Context: an optimization exercise on an open-source flow, tuned for small area. The choices shown serve that exercise and are no tape-out recipe. The RTL was checked by simulation tests, not by an equivalence proof against the original design.

Design convolution, start of the top module:
module convolution #(parameter BW1=16, BW2=16, STRIDE=1, xs=32, ws=5)
	(input iCLK, iRSTn, iWren,
	 input [4:0] iADDR,
	 input [7:0] iWeight,
	 input signed [7:0] iX,
	 input iValid,
	 output signed [BW2-1:0] oPsum,
	 output oValid);
wire [199:0] w;
wire [8*129-1:0] p;
decoder dec1(.iCLK(iCLK), .iRSTn(iRSTn), .iWren(iWren), .iAddr(iADDR),
             .iWeight(iWeight), .oW(w));
line_buf lb(.iCLK(iCLK), .iX(iX), .oP(p));
control cc1(.iCLK(iCLK), .iRSTn(iRSTn), .iValid(iValid), .oValid(oValid));
wire [15:0] s0, s1, s2, s3, s4;
wire [15:0] so0, so1, so2, so3, so4;
reg  [15:0] r0, r1, r2, r3;
reg  [15:0] rout;
rowstage0 st0(.x0(p[8*((4-(0))*31+4-(0)) +: 8]), .x1(p[8*((4-(0))*31+4-(1)) +: 8]), .x2(p[8*((4-(0))*31+4-(2)) +: 8]), .x3(p[8*((4-(0))*31+4-(3)) +: 8]), .x4(p[8*((4-(0))*31+4-(4)) +: 8]),
              .w0(w[8*(5*(0)+(0)) +: 8]), .w1(w[8*(5*(0)+(1)) +: 8]), .w2(w[8*(5*(0)+(2)) +: 8]), .w3(w[8*(5*(0)+(3)) +: 8]), .w4(w[8*(5*(0)+(4)) +: 8]),
              .s(s0), .so(so0));
  ...
export LEC_CHECK = 0
export CAP_MARGIN = 20
export CORE_MARGIN = 2
export CORE_UTILIZATION = 40
export CTS_BUF_LIST = sky130_fd_sc_hd__clkbuf_8
export CTS_CLUSTER_SIZE = 30
export PLACE_DENSITY = 0.6
export SLEW_MARGIN = 20
export SYNTH_HIERARCHICAL = 1
export SYNTH_MINIMUM_KEEP_SIZE = 0
create_clock -name core_clock -period 8.0 [get_ports {iCLK}]
run.sh (not shown) runs the stock make flow with config.mk's settings and CLKGATE_MAP_FILE= SYNTH_SCRIPT=/design/flow/synth_recipe.tcl, a recipe that flattens the netlist after the stock synthesis.
The starting point completed with no timing, DRC or antenna violations.
==> next run, changes <==
CTS_BUF_LIST = unset   (was sky130_fd_sc_hd__clkbuf_8)
CTS_CLUSTER_DIAMETER = 150   (was unset)
CTS_CLUSTER_SIZE = 22   (was 30)
Outcome:
- synthesized cell count is unchanged
- utilization fell by 1.4 points
- final area fell by 3.3%
- via count fell by 2.2%
- die area is unchanged
- wire length fell by 1.0%
- clock skew fell by 6.9 ps
- cell count fell by 3.2%
- setup slack degrades by 220 ps
==> next run, changes <==
CTS_CLUSTER_DIAMETER = unset   (was 150)
CTS_CLUSTER_SIZE = unset   (was 22)
Critical path depth climbs by 1.
Global-route usage climbs by 0.19 points.
Wire length climbs by 0.64%.
Final area climbs by 3.1%.
==> next run, changes <==
CTS_CLUSTER_DIAMETER = 45   (was unset)
CTS_CLUSTER_SIZE = 30   (was unset)
Result:
- The new run passed the timing, design-rule and antenna checks
- final cell count is about the same
- register-to-register slack got worse by 190 ps
- core utilization rises by 0.16 points
- sequential share of layout area falls by 0.12 points
- via count stays flat
- global-route usage is about the same
- non-clock buffer count is unchanged
- worst setup slack is worse by 190 ps

--- another note on this design; it stands on its own ---

==> inputs of v17 <==
Design convolution, start of the top module:
module convolution #(parameter BW1=16, BW2=16, STRIDE=1, xs=32, ws=5)
	(input iCLK, iRSTn, iWren,
	 input [4:0] iADDR,
	 input [7:0] iWeight,
	 input signed [7:0] iX,
	 input iValid,
	 output signed [BW2-1:0] oPsum,
	 output oValid);
==> module decoder, before the edit <==
module decoder(input iCLK, iRSTn, iWren,
	input [4:0] iAddr,
	input [7:0] iWeight,
	output reg [199:0] oW);
integer a;
always @(posedge iCLK, negedge iRSTn)
	if (!iRSTn) oW <= 200'd0;
	else if (iWren)
		for (a = 0; a < 25; a = a + 1)
			if (iAddr == a) oW[8*a +: 8] <= iWeight;
endmodule
clock: 8.0 ns
lec_check: 0
cap_margin: 20
core_margin: 2
core_utilization: 40
cts_cluster_diameter: 150
cts_cluster_size: 22
place_density: 0.6
slew_margin: 20
synth_hierarchical: 1
synth_minimum_keep_size: 0
run.sh (not shown) runs the stock make flow with config.mk's settings and CLKGATE_MAP_FILE= SYNTH_SCRIPT=/design/flow/synth_recipe.tcl, a recipe that flattens the netlist after the stock synthesis.
==> v1: changes against v17 <==
--- a/flow/design.v
+++ b/flow/design.v
@@ -1729,9 +1729,8 @@
 	output reg [199:0] oW);
 integer a;
-always @(posedge iCLK, negedge iRSTn)
-	if (!iRSTn) oW <= 200'd0;
-	else if (iWren)
-		for (a = 0; a < 25; a = a + 1)
-			if (iAddr == a) oW[8*a +: 8] <= iWeight;
+wire [7:0] d = iWeight & {8{iRSTn}};
+always @(posedge iCLK)
+	for (a = 0; a < 25; a = a + 1)
+		if (!iRSTn || (iWren && iAddr == a)) oW[8*a +: 8] <= d;
 endmodule
 module control #(parameter STRIDE=1, xs=32, ws=5)
==> run summary <==
status: complete, no violations
non-clk buf share: 0.0103
fraction of area in multi-input gates: 0.523
DR vias: 45398
hold path endpoint: lb.sr[95]$_DFF_P_
(the above is from v17)
==> run summary <==
non-clk buf share: 0.0129
total global-route track usage: 0.223
# clock sinks: 1414
Reg-to-Reg End: r0[12]$_DFF_P_
status: complete, no violations
hold path endpoint: lb.sr[176]$_DFF_P_
nonclk buf count: 115
DR vias: 43939
fraction of area in multi-input gates: 0.501
(the above is from v1)

-- separate check: timing with driven ports --
The flow's constraints put no driver on any port. The routed layouts listed below were extracted and timed again, unchanged, in two steps.
Step 1 sets driving cells, clkbuf_16 on the clock port and buf_2 on the other inputs (assumed; they add their load-dependent delay and slew).
Step 2, shift: input delay + t, output delay - t, t = (earliest + latest rising clock arrival at the registers) / 2. This alone moves slack from input paths to output paths.
Three values: ideal, step 1, step 2; two values: the first two.
run	t, ns	setup WS [ns]	hold slack, ns	worst setup path at the end
the first run of note 1	1.018	0.574 / 0.574 / 0.574	0.293 / 0.293 / 0.293	register to register
the second run of note 1	0.800	0.349 / 0.349 / 0.349	0.307 / 0.307 / 0.307	register to register
the third run of note 1	0.853	0.538 / 0.538 / 0.538	0.312 / 0.312 / 0.312	register to register
the fourth run of note 1	0.856	0.351 / 0.351 / 0.351	0.292 / 0.292 / 0.292	register to register
v17	0.799	0.912 / 0.912 / 0.912	0.280 / 0.280 / 0.280	register to register
v1	0.791	0.756 / 0.756 / 0.756	0.267 / 0.267 / 0.267	register to register
After both steps setup and hold are still met in every run listed.
